From an optimization exercise on the open Yosys and OpenROAD flow, aimed at small area and a short achievable clock period; shortcuts taken in it are not production practice. In this exercise RTL edits were held to simulation tests only and were not proved equivalent to the original. The flow treats the clock pin as an ideal source, which a real chip does not have. Power and IR drop assume default switching activity.

==> flow/design.v, too long to show whole: its modules and the start of the top module <==
// module fp_mult: 2476 lines
// module fp_mult_fa: 4 lines
// module fp_mult_ha: 4 lines
module fp_mult(
input logic [31:0]    dataA,
input logic [31:0]    dataB,
input logic clock,
output logic [31:0]   result
);
  // ...
==> flow/flow/run.sh <==
#!/bin/bash
set -o pipefail
export BUFFER_PORTS_ARGS="-buffer_cell sky130_fd_sc_hd__buf_2"
echo "export BUFFER_PORTS_ARGS = -buffer_cell sky130_fd_sc_hd__buf_2" >> config.mk
bash standard.sh > standard.log 2>&1
==> flow/standard.sh <==
#!/bin/bash
# synth_recipe.tcl (not shown) runs the flow's synth.tcl, then flattens the netlist and writes it again
# the make line also repeats each setting of config.mk as NAME=value (left out here)
make -C /OpenROAD-flow-scripts/flow DESIGN_CONFIG=/design/flow/config.mk WORK_HOME=/design/flow/orfs CLKGATE_MAP_FILE= SYNTH_SCRIPT=/design/flow/synth_recipe.tcl "${@:-finish}"
==> flow/config.mk <==
export PLATFORM = sky130hd
export DESIGN_NAME = fp_mult
export DESIGN_NICKNAME = fp_mult
export VERILOG_FILES = /design/flow/design.v
export SDC_FILE = /design/flow/constraint.sdc
export NUM_CORES = 4
export LEC_CHECK = 0
export CAP_MARGIN = 40
export CORE_MARGIN = 2
export CORE_UTILIZATION = 40
export SETUP_SLACK_MARGIN = 5
export SLEW_MARGIN = 40
export SYNTH_HIERARCHICAL = 1
export BUFFER_PORTS_ARGS = -buffer_cell sky130_fd_sc_hd__buf_2
==> flow/constraint.sdc <==
create_clock -name core_clock -period 9.0 [get_ports {clock}]
set_input_delay 1.8000 -clock core_clock [delete_from_list [all_inputs] [get_ports {clock}]]
set_output_delay 1.8000 -clock core_clock [all_outputs]
set_load 0.01 [all_outputs]
==> impl_summary.txt, run 1 <==
----------------------------------------------------
[Clock network]
  Post-CTS sizing ... 0
  # hold bufs at CTS ... 0

[Final layout]
  CLK BUF ... 19
  Most common cell after layout, fill and taps aside ... sky130_fd_sc_hd__xnor2_1
  Final standard cell count with taps included and fillers excluded ... 2211
  Area occupied by registers ... 3930 µm²
  Most flops, register ... result

[Detailed routing]
  Initial DRT Pass Iterations ... 8
  DR top layer ... met4
  Detail Route met3 WL ... 5380 µm
  Detailed Route WL ... roughly 52000 µm
  Starting DRT DRC Count ... around 1300

[Power]
  Main power group ... combinational logic
  Static leakage power ... 7.29 nW
  Total power ... 6.48 mW
  Sequential group share of total power ... 0.211
  Fraction of power spent switching nets ... 0.444
  Share of total power in combinational logic ... 0.667

[STA]
  Crit path setup slack, layout ... 5.23 ns
  Total Negative Setup Slacks ... 0 ns
  Setup violators final ... 0

[Yosys]
  Dominant cell type by area after synthesis ... sky130_fd_sc_hd__fa_1
  Largest family of logic cells by synthesized area ... adder cells
  Synth Instances ... about 1600
  Share of Yosys cell area claimed by the top area cell type ... 0.306
  Synthesized flop and latch total ... about 200

[Floorplan]
  Initial cell density of the core ... 0.406
  Taps Inserted ... ~590

[Placed design]
  Number of instances in the placed design ... roughly 2200
  Post-Place Cell Area ... 18500 µm²

[Run status]
  Outcome ... finished clean

[Worst hold path]
  Hold EP ... result[31]$_DFF_P_

[Worst setup path]
  Max stage delay on crit path ... 0.75 ns

----------------------------------------------------
==> run 2, diff against run 1 <==
==> flow/flow/run.sh (replaced) <==
#!/bin/bash
set -o pipefail
export BUFFER_PORTS_ARGS="-buffer_cell sky130_fd_sc_hd__buf_2"
export PRE_CTS_TCL="$PWD/flow/skew.tcl"
export SKEW_CELL="sky130_fd_sc_hd__clkdlybuf4s25_1"
bash standard.sh > standard.log 2>&1
==> flow/flow/skew.tcl (new file) <==
set block [ord::get_db_block]
set db [ord::get_db]
set clk_net [$block findNet clock]
set dly_master [$db findMaster $::env(SKEW_CELL)]
set late_net [odb::dbNet_create $block clk_late]
$late_net setSigType CLOCK
set dly [odb::dbInst_create $block $dly_master clk_late_dly]
[$dly findITerm A] connect $clk_net
[$dly findITerm X] connect $late_net
set n 0
set sx 0
set sy 0
foreach inst [$block getInsts] {
  set nm [$inst getName]
  if {![regexp {^(r2_|cl\$|s2\$|nan2\$|inf2\$|zero2\$|er2\[|result\[)} $nm]} continue
  set it [$inst findITerm CLK]
  if {$it eq "NULL" || $it eq ""} continue
  $it disconnect
  $it connect $late_net
  set loc [$inst getLocation]
  incr sx [lindex $loc 0]
  incr sy [lindex $loc 1]
  incr n
}
puts "skew: $n registers moved to clk_late"
$dly setLocation [expr {$sx / $n}] [expr {$sy / $n}]
$dly setPlacementStatus PLACED
==> flow/config.mk (replaced) <==
export PLATFORM = sky130hd
export DESIGN_NAME = fp_mult
export DESIGN_NICKNAME = fp_mult
export VERILOG_FILES = /design/flow/design.v
export SDC_FILE = /design/flow/constraint.sdc
export NUM_CORES = 4
export LEC_CHECK = 0
export CAP_MARGIN = 50
export CORE_MARGIN = 2
export CORE_UTILIZATION = 40
export SETUP_SLACK_MARGIN = 5
export SLEW_MARGIN = 60
export SYNTH_HIERARCHICAL = 1
==> impl_summary.txt, run 2 <==
----------------------------------------------------
[Yosys]
  Share of Yosys cell area claimed by the top area cell type ... 0.306 (unchanged)
  Synth top cells by count ... 282 x sky130_fd_sc_hd__xnor2_1, 268 x sky130_fd_sc_hd__fa_1, 263 x sky130_fd_sc_hd__a22oi_1 (unchanged)
  Proportion of synthesized chip area in sequential cells ... 0.224 (unchanged)
  Count of yosys warnings during synthesis ... 7 (unchanged)
  Synthesized flop and latch total ... 196 (unchanged)
  Dominant cell type by area after synthesis ... sky130_fd_sc_hd__fa_1 (unchanged)
  Post-Synth XOR/XNOR Area ... 0.158 (unchanged)
  Post-Synthesis Net Count ... 2019 (unchanged)
  Most frequent cell after synthesis ... sky130_fd_sc_hd__xnor2_1 (unchanged)
  Number of enable-type register cells in the synthesized netlist ... 0 (unchanged)
  Synth Instances ... 1609 (unchanged)
  Async set or reset register ratio after synthesis ... 0 (unchanged)
  Synth Area in Adders ... 0.361 (unchanged)
  Syn Area/Cell ... 10.9 µm² (unchanged)
  Post-synthesis instance area ... 17500 µm² (unchanged)
  Fraction of the mapped netlist area in simple logic gates ... 0.0442 (unchanged)
  Unique masters post-synth ... 63 (unchanged)
  Largest family of logic cells by synthesized area ... adder cells (unchanged)
  Cells taking the most area after synthesis ... sky130_fd_sc_hd__fa_1 31%, sky130_fd_sc_hd__dfxtp_1 22%, sky130_fd_sc_hd__xnor2_1 14% (unchanged)
  Top flip-flop cell by instance count after synthesis ... sky130_fd_sc_hd__dfxtp_1 (unchanged)
  Share of the synthesized area in compound gates (AO/OA/AOI/OAI) ... 0.165 (unchanged)
  Multiplexer share of the synthesized area ... 0.00379 (unchanged)

[Floorplan]
  Count of standard-cell rows ... 76 (unchanged)
  Initial cell density of the core ... 0.406 (unchanged)
  Total die area ... 45500 µm² (unchanged)
  Total core area ... 43200 µm² (unchanged)
  Die Y ... 213 µm (unchanged)
  IO Pins ... 97 (unchanged)
  Horizontal extent of the die ... 213 µm (unchanged)

[Final layout]
  Fill cell instance count of the final layout ... 4078 (was 4088)
  Number of flip-flops under the largest register name ... 32 (unchanged)
  Number of diodes ... 0 (unchanged)
  Most flops, register ... result (unchanged)
  Area occupied by multi-input gates ... 12800 µm² (about the same)
  Post-route cell area ... 19500 µm² (was 19100 µm²)
  Fraction of final layout cells with drive strength greater than 1 ... 0.138 (was 0.124)
  Most common cell after layout, fill and taps aside ... sky130_fd_sc_hd__xnor2_1 (unchanged)
  Final standard cell count with taps included and fillers excluded ... 2235 (was 2211)
  Area occupied by registers ... 3940 µm² (was 3930 µm²)
  Layout overhead on the synthesized area ... 11.6% (was 9.07%)
  Leading cell types in the layout, fill and taps excluded ... 282 x sky130_fd_sc_hd__xnor2_1, 268 x sky130_fd_sc_hd__fa_1, 263 x sky130_fd_sc_hd__a22oi_1, 192 x sky130_fd_sc_hd__dfxtp_1, 96 x sky130_fd_sc_hd__buf_2 (unchanged)
  Largest registers ... result: 32 flops, ma: 23 flops, er2: 9 flops (unchanged)
  Nets@finish ... 2040 (was 2023)

[Placed design]
  Post-Place Cell Area ... 18500 µm² (about the same)
  Buffers on Ports ... 96 (unchanged)
  Routability congestion estimate from global placement ... 0.885 (unchanged)
  Number of instances in the placed design ... 2180 (was 2179)
  Post-placement setup slack ... 5.39 ns (was 5.33 ns)
  Detailed-placement wirelength estimate ... 33500 µm (was 33600 µm)

[Worst setup path]
  Endpoint type of the worst setup path ... flop (unchanged)
  Arrival @ worst endpoint ... 4.36 ns (was 4.14 ns)
  Critical Path Source Type ... flop (unchanged)
  Worst Path Required ... 9.80 ns (was 9.37 ns)
  Cell-by-cell listing of the critical path ... buf_4 > a22oi_1 > xnor2_1 > fa_1 > fa_1 > fa_1 > fa_1 > fa_1 (was a22oi_1 > xnor2_1 > fa_1 > fa_1 > fa_1 > fa_1 > fa_1)
  Max stage delay on crit path ... 0.62 ns (was 0.75 ns)
  Most Frequent Cell on Critical Path ... sky130_fd_sc_hd__fa_1 (unchanged)
  Path type of the worst setup path ... flop to flop (unchanged)
  Master of the slowest instance on the critical path ... sky130_fd_sc_hd__fa_1 (was sky130_fd_sc_hd__dfxtp_2)
  Peak fanout along the critical path ... 25 (was 24)

[STA]
  Total Negative Setup Slacks ... 0 ns (unchanged)
  Minimum clock period after layout ... 3.56 ns (was 3.77 ns)
  Slew Viols, Final ... 0 (unchanged)
  Portion of the clock cycle consumed by the worst path in the final layout ... 0.395 (was 0.419)
  Slew at the pin with the worst max-slew slack ... 0.608 ns (was 0.685 ns)
  Crit path setup slack, layout ... 5.44 ns (was 5.23 ns)
  Highest attainable clock frequency ... 0.281 GHz (was 0.265 GHz)
  Setup Skew ... 0.128 ns (was 0.0142 ns)
  Setup violators final ... 0 (unchanged)
  Max_slew headroom ... 0.595 (was 0.543)
  Hold violation count in the final report ... 0 (unchanged)
  Unrepaired setup endpoints after global routing ... false (unchanged)

[Global route]
  Antenna violations before repair ... 0 (unchanged)
  Pin count of the biggest net entering global routing ... 29 (unchanged)
  Met2 Track Usage GR ... 0.365 (was 0.363)
  Vias in the first global route ... 13721 (was 13578)
  Overall fraction of global-route tracks in use ... 0.240 (was 0.236)
  Grt total ovfl ... 0 (unchanged)
  GR met3 Demand/Resource ... 0.0721 (was 0.0644)
  Met1 global-route usage ... 0.313 (was 0.312)
  First-pass GRT wire length ... 80200 µm (was 79600 µm)
  Highest-utilization routing layer at the global route stage ... met2 (unchanged)

[Detailed routing]
  Detailed Route WL ... 53200 µm (was 52200 µm)
  Routed Antenna Nets ... 0 (unchanged)
  Via/cell ratio ... 5.85 (was 5.90)
  Starting DRT DRC Count ... 1448 (was 1345)
  Initial DRT Pass Iterations ... 6 (was 8)
  Average routed wire per standard cell ... 23.8 µm (was 23.6 µm)
  Routed vias ... 13081 (was 13036)
  # DRC ... 0 (unchanged)

[Power]
  Cell area power density ... 352 nW/µm² (was 339 nW/µm²)
  Fraction of power spent switching nets ... 0.436 (was 0.444)
  Share of total power in combinational logic ... 0.635 (was 0.667)
  Switching power ... 3.00 mW (was 2.88 mW)
  Maximum vdd ir drop ... 184 µV (was 173 µV)
  Static leakage power ... 7.49 nW (was 7.29 nW)
  Cell internal pwr ... 3.88 mW (was 3.60 mW)
  Sequential group share of total power ... 0.199 (was 0.211)
  Clock share of power ... 0.166 (was 0.122)

[Clock network]
  Clock transition at path regs ... 0.07 ns (was 0.08 ns)
  Clock insertion delay at the later pin of the skew report ... 0.93 ns (was 0.49 ns)
  Buffers inserted during post-CTS setup optimization ... 0 (unchanged)
  Clock tree from TritonCTS ... built (unchanged)
  Post-CTS sizing ... 0 (unchanged)
  # hold bufs at CTS ... 0 (unchanged)

[Worst hold path]
  Hold crit path type ... flop to flop (unchanged)

[Run]
  # Max-Cap Violations ... 0 (unchanged)

[Run status]
  Outcome ... finished clean (unchanged)

----------------------------------------------------
run 2: final timing paths:
| check | cells after the start | endpoint | slack (ns) | startpoint |
|---|---|---|---|---|
| min reg2reg | 1 | s2$_DFF_P_ | 0.33 | sa1$_DFF_P_ |
| max reg2reg | 8 | r2_28_1$_DFF_P_ | 5.44 | bo6$_DFF_P_ |
| min | 1 | s2$_DFF_P_ | 0.33 | sa1$_DFF_P_ |
| max | 8 | r2_28_1$_DFF_P_ | 5.44 | bo6$_DFF_P_ |
run 2: layout make-up, without the clock buffers:
type	instances	area share
Clock inverter	21	0.00890
Timing Repair Buffer	153	0.0477
Inverter	33	0.00634
Multi-Input combinational cell	1214	0.657
Tap cell	585	0.0375
Sequential cell	196	0.202
Buffer	1	0.000512
run 2: power groups by stage:
stage	combinational [mW]	sequential, mW	clock (mW)
detailed placement	4.31	1.38	0
global route	4.92	1.39	1.21
floorplan	3.09	1.37	0
global placement	4.17	1.38	0
finish	4.37	1.37	1.14
CTS	4.34	1.37	1.18
run 2: critical path: cells and delay by family (launching register included):
family                     cells  cell delay [ns]
xor gates and xnor gates       1             0.19
DFF                            1             0.31
adders and majority gates      5             2.46
AOI/OAI and AO/OA              1             0.18
buffers and inverters          1             0.39
run 2: per-module statistics from Yosys, one instance, submodules excluded:
module | copies in the design | flip-flops and latches
fp_mult | 1 | 196
fp_mult_fa | 263 | 0
fp_mult_ha | 21 | 0
run 2: kinds of logic after synthesis:
group | count (synthesis)
AND/OR/NAND/NOR | 148
multiplexers | 4
XOR/XNOR | 316
flip-flops | 196
adder cells (fa/ha/maj) | 345
AO/OA/AOI/OAI | 401
buffers and inverters | 199
run 2: through the flow:
step	utilization	hold WS, ns	power, mW
finish	0.453	0.328	6.87
global route	0.453	0.395	7.52
detailed placement	0.429	0.445	5.70
global placement	0.428	0.429	5.56
CTS	0.451	0.391	6.89
floorplan	-	0.414	4.47
run 2: routing by layer:
metal	vias up	share of wire	wire [µm]
met2	814	0.45	23700
met4	2	0.036	1910
met3	155	0.11	5870
met5	-	0.00077	41
met1	6509	0.41	21600
li1	5601	-	-

## separate check: timing with driven ports
The flow's constraints put no driver on any port. The routed layouts listed below were extracted and timed again, unchanged, in two steps. Step 1, drivers: a clkbuf_16 drives clock and a buf_2 each remaining input, both assumed. Step 2 adds t to the input delays and takes it off the output delays; t is the mean of the earliest and latest rising clock arrival at the registers after step 1. Input paths then give back, and output paths get back, about the clock's delay inside the block. a / b / c = ideal / step 1 / step 2; a / b = the first two.
| run | t (ns) | setup WS [ns] | worst slew at a driven data input, ns |
|---|---|---|---|
| run 1 | 0.536 | 5.229 / 5.229 / 5.229 | 0.04 |
| run 2 | 0.932 | 5.443 / 5.443 / 5.443 | 0.04 |
After both steps setup and hold are still met in every run listed.
